This is an optimization exercise on Yosys and OpenROAD, whose aim is small area, not a production implementation.
The RTL was checked by simulation tests, not by an equivalence proof against the original design.
Power figures rest on the tool's default switching activity, not on a simulated workload.

== cedar ==
==> module div_su, before the edit <==
module div_su (
    input         clk,
    input  [31:0] x,
    input  [15:0] y,
    input         f0,        
    input         f2,        
    input         word_op,
    output [15:0] q,
    output [15:0] s,
    output        div0,
    output        ovfc0,     
    output        ovfc1      
  );
  localparam K = 2;              
  localparam NR = 16 / K;        
  localparam L = 19 - NR;        
  wire        zs = ~f2 & f0 & (word_op ? x[31] : x[15]);
  wire [31:0] zv = f2 ? {24'h0, x[7:0]}
                 : (word_op ? x : {{16{f0 & x[15]}}, x[15:0]});
  wire        ds = f0 & (word_op ? y[15] : y[7]);
  wire [15:0] dv = word_op ? y : {{8{ds}}, y[7:0]};
  reg  [31:0] iz;
  reg  [15:0] id;
  reg         rzs, rqs;
  always @(posedge clk) begin
    iz  <= zs ? -zv : zv;
    id  <= ds ? -dv : dv;
    rzs <= zs;
    rqs <= zs ^ ds;
  end
  wire iovf = ~({2'b00, iz[31:17]} < {1'b0, id});
  wire [34:0] wc [1:17];
  wire [34:0] wi [0:17];
  wire [15:0] di [0:17];
  wire [ 2:0] fi [0:17];    
  assign wi[0] = {3'b000, iz};
  assign di[0] = id;
  assign fi[0] = {rzs, rqs, iovf};
  genvar k;
  generate
    for (k = 1; k <= 17; k = k + 1) begin : st
      div_step u (.wi(wi[k-1]), .d(di[k-1]), .wo(wc[k]));
      if (k % K == 0 && k < 17) begin : r
        reg [33:0] w;
        reg [15:0] d;
        reg [ 2:0] f;
        always @(posedge clk) begin
          w <= wc[k][34:1];
          d <= di[k-1];
          f <= fi[k-1];
        end
        assign wi[k] = {w, ~w[33]};
        assign di[k] = d;
        assign fi[k] = f;
      end else begin : c
        assign wi[k] = wc[k];
        assign di[k] = di[k-1];
        assign fi[k] = fi[k-1];
      end
    end
  endgenerate
  wire [17:0] h17 = wi[17][34:17];
  wire [16:0] uq  = wi[17][16:0];
  wire [16:0] us;
  wire        usc;
  rca #(17) rst (.x(h17[16:0]), .y({1'b0, di[17] & {16{h17[17]}}}), .ci(1'b0), .z(us), .co(usc));
  wire [17:0] sq  = fi[17][1] ? -{1'b0, uq} : {1'b0, uq};
  wire [15:0] ss  = fi[17][2] ? -us[15:0] : us[15:0];
  wire        ov  = fi[17][0];
  wire        dz  = ~|di[17];
  wire        c0  = ov | (sq[17:16] == 2'b00);
  wire        c1  = ov | (sq[17:16] == 2'b11);
  reg [35*L-1:0] dl;
  always @(posedge clk)
    dl <= {dl[35*L-36:0], sq[15:0], ss, dz, c0, c1};
  assign {q, s, div0, ovfc0, ovfc1} = dl[35*L-1:35*L-35];
endmodule
==> module bitlog, before the edit <==
module bitlog(x, y, out, func, cfo, ofo);
  input  [15:0] x, y;
  input  [2:0]  func;
  output [15:0] out;
  output        cfo, ofo;
  wire [3:0] k = func[2] ? 4'b0000
               : (func[1] ? (func[0] ? 4'b0110 : 4'b0011)
                          : (func[0] ? 4'b1110 : 4'b1000));
  genvar i;
  generate
    for (i = 0; i < 16; i = i + 1) begin : b
      assign out[i] = x[i] ? (y[i] ? k[3] : k[2]) : (y[i] ? k[1] : k[0]);
    end
  endgenerate
  assign cfo = 1'b0;
  assign ofo = 1'b0;
endmodule
Settings: LEC_CHECK=0, ABC_AREA=1, CAP_MARGIN=20, CORE_MARGIN=2, CORE_UTILIZATION=45, CTS_CLUSTER_DIAMETER=80, CTS_CLUSTER_SIZE=22, GPL_TIMING_DRIVEN=0, SLEW_MARGIN=20; clock period 18.0 ns.
standard.sh (not shown) runs the stock make flow with config.mk's settings and CLKGATE_MAP_FILE= SYNTH_SCRIPT=/design/flow/synth_recipe.tcl, a recipe that flattens the netlist after the stock synthesis.
==> flow/flow/run.sh <==
#!/bin/bash
# The standard layout (the standard.sh, standard synthesis unchanged),
# with smaller port buffers and a clock tree built without dummy loads.
# ORFS writes each step's log under orfs/logs; make's own output goes to
# make_flow.log.
set -euo pipefail
export BUFFER_PORTS_ARGS="-buffer_cell sky130_fd_sc_hd__buf_2"
export CTS_ARGS="-sink_clustering_enable -repair_clock_nets -dont_use_dummy_load -sink_clustering_size 22 -sink_clustering_max_diameter 80"
bash standard.sh finish > make_flow.log 2>&1
The final report for cedar shows a completed flow and a layout that fails verification, specifically setup timing.
#### Input delta (garnet over cedar)
--- a/flow/design.v
+++ b/flow/design.v
@@ -152,7 +152,5 @@
   wire [17:0] h17 = wi[17][34:17];
   wire [16:0] uq  = wi[17][16:0];
-  wire [16:0] us;
-  wire        usc;
-  rca #(17) rst (.x(h17[16:0]), .y({1'b0, di[17] & {16{h17[17]}}}), .ci(1'b0), .z(us), .co(usc));
+  wire [16:0] us  = h17[16:0] + (h17[17] ? {1'b0, di[17]} : 17'd0);
   wire [17:0] sq  = fi[17][1] ? -{1'b0, uq} : {1'b0, uq};
   wire [15:0] ss  = fi[17][2] ? -us[15:0] : us[15:0];
@@ -930,13 +928,10 @@
   output [15:0] out;
   output        cfo, ofo;
-  wire [3:0] k = func[2] ? 4'b0000
-               : (func[1] ? (func[0] ? 4'b0110 : 4'b0011)
-                          : (func[0] ? 4'b1110 : 4'b1000));
-  genvar i;
-  generate
-    for (i = 0; i < 16; i = i + 1) begin : b
-      assign out[i] = x[i] ? (y[i] ? k[3] : k[2]) : (y[i] ? k[1] : k[0]);
-    end
-  endgenerate
+  wire [15:0] and_n, or_n, not_n, xor_n;
+  mux8_16 m0(func, and_n, or_n, not_n, xor_n, 16'd0, 16'd0, 16'd0, 16'd0, out);
+  assign and_n  = x & y;
+  assign or_n   = x | y;
+  assign not_n  = ~x;
+  assign xor_n  = x ^ y;
   assign cfo = 1'b0;
   assign ofo = 1'b0;
[summary]
In summary, garnet completed successfully, with a layout that passed the timing, design-rule and antenna checks. From the logs: cedar reached the end of the flow and failed the layout checks with setup timing. The first-iteration DRC count of garnet was superior to that of cedar. Most common cell after layout, fill and taps aside = nand2_1: garnet; most common cell after layout, fill and taps aside = dfxtp_1: cedar. Compared cedar against garnet; clock power within noise. First-pass GRT wire length is lower on cedar. Summary of the comparison: number of global-route vias before repair is higher in garnet, relative to cedar. Compared with cedar, garnet instantiates a larger number of cells. Clock latency reported for the late side of the worst-skew pair: higher on cedar. Mean routed wirelength per cell ends up higher on garnet.

[separate check: timing with driven ports]
Ports are ideal in the flow. The routed layouts listed here were re-timed in OpenROAD.
Step 1 sets driving cells, clkbuf_16 on the clock port and buf_2 on the other inputs (assumed; they add their load-dependent delay and slew).
Step 2, shift: input delay + t, output delay - t, t = (earliest + latest rising clock arrival at the registers) / 2. This alone moves slack from input paths to output paths.
Slacks: ideal ports / drivers / drivers and shift; pairs: ideal ports / drivers.
run | t, ns | slack for setup (ns) | clock arrival spread, ns
cedar | 0.749 | -0.087 / -0.109 / -0.638 | 0.133 / 0.134
garnet | 0.720 | 0.258 / 0.222 / -0.498 | 0.139 / 0.138
Met with ideal ports but missed after step 2: setup timing in garnet. For garnet, which loses most, drivers alone change the setup slack by -0.036 ns; drivers and shift together by -0.756 ns.
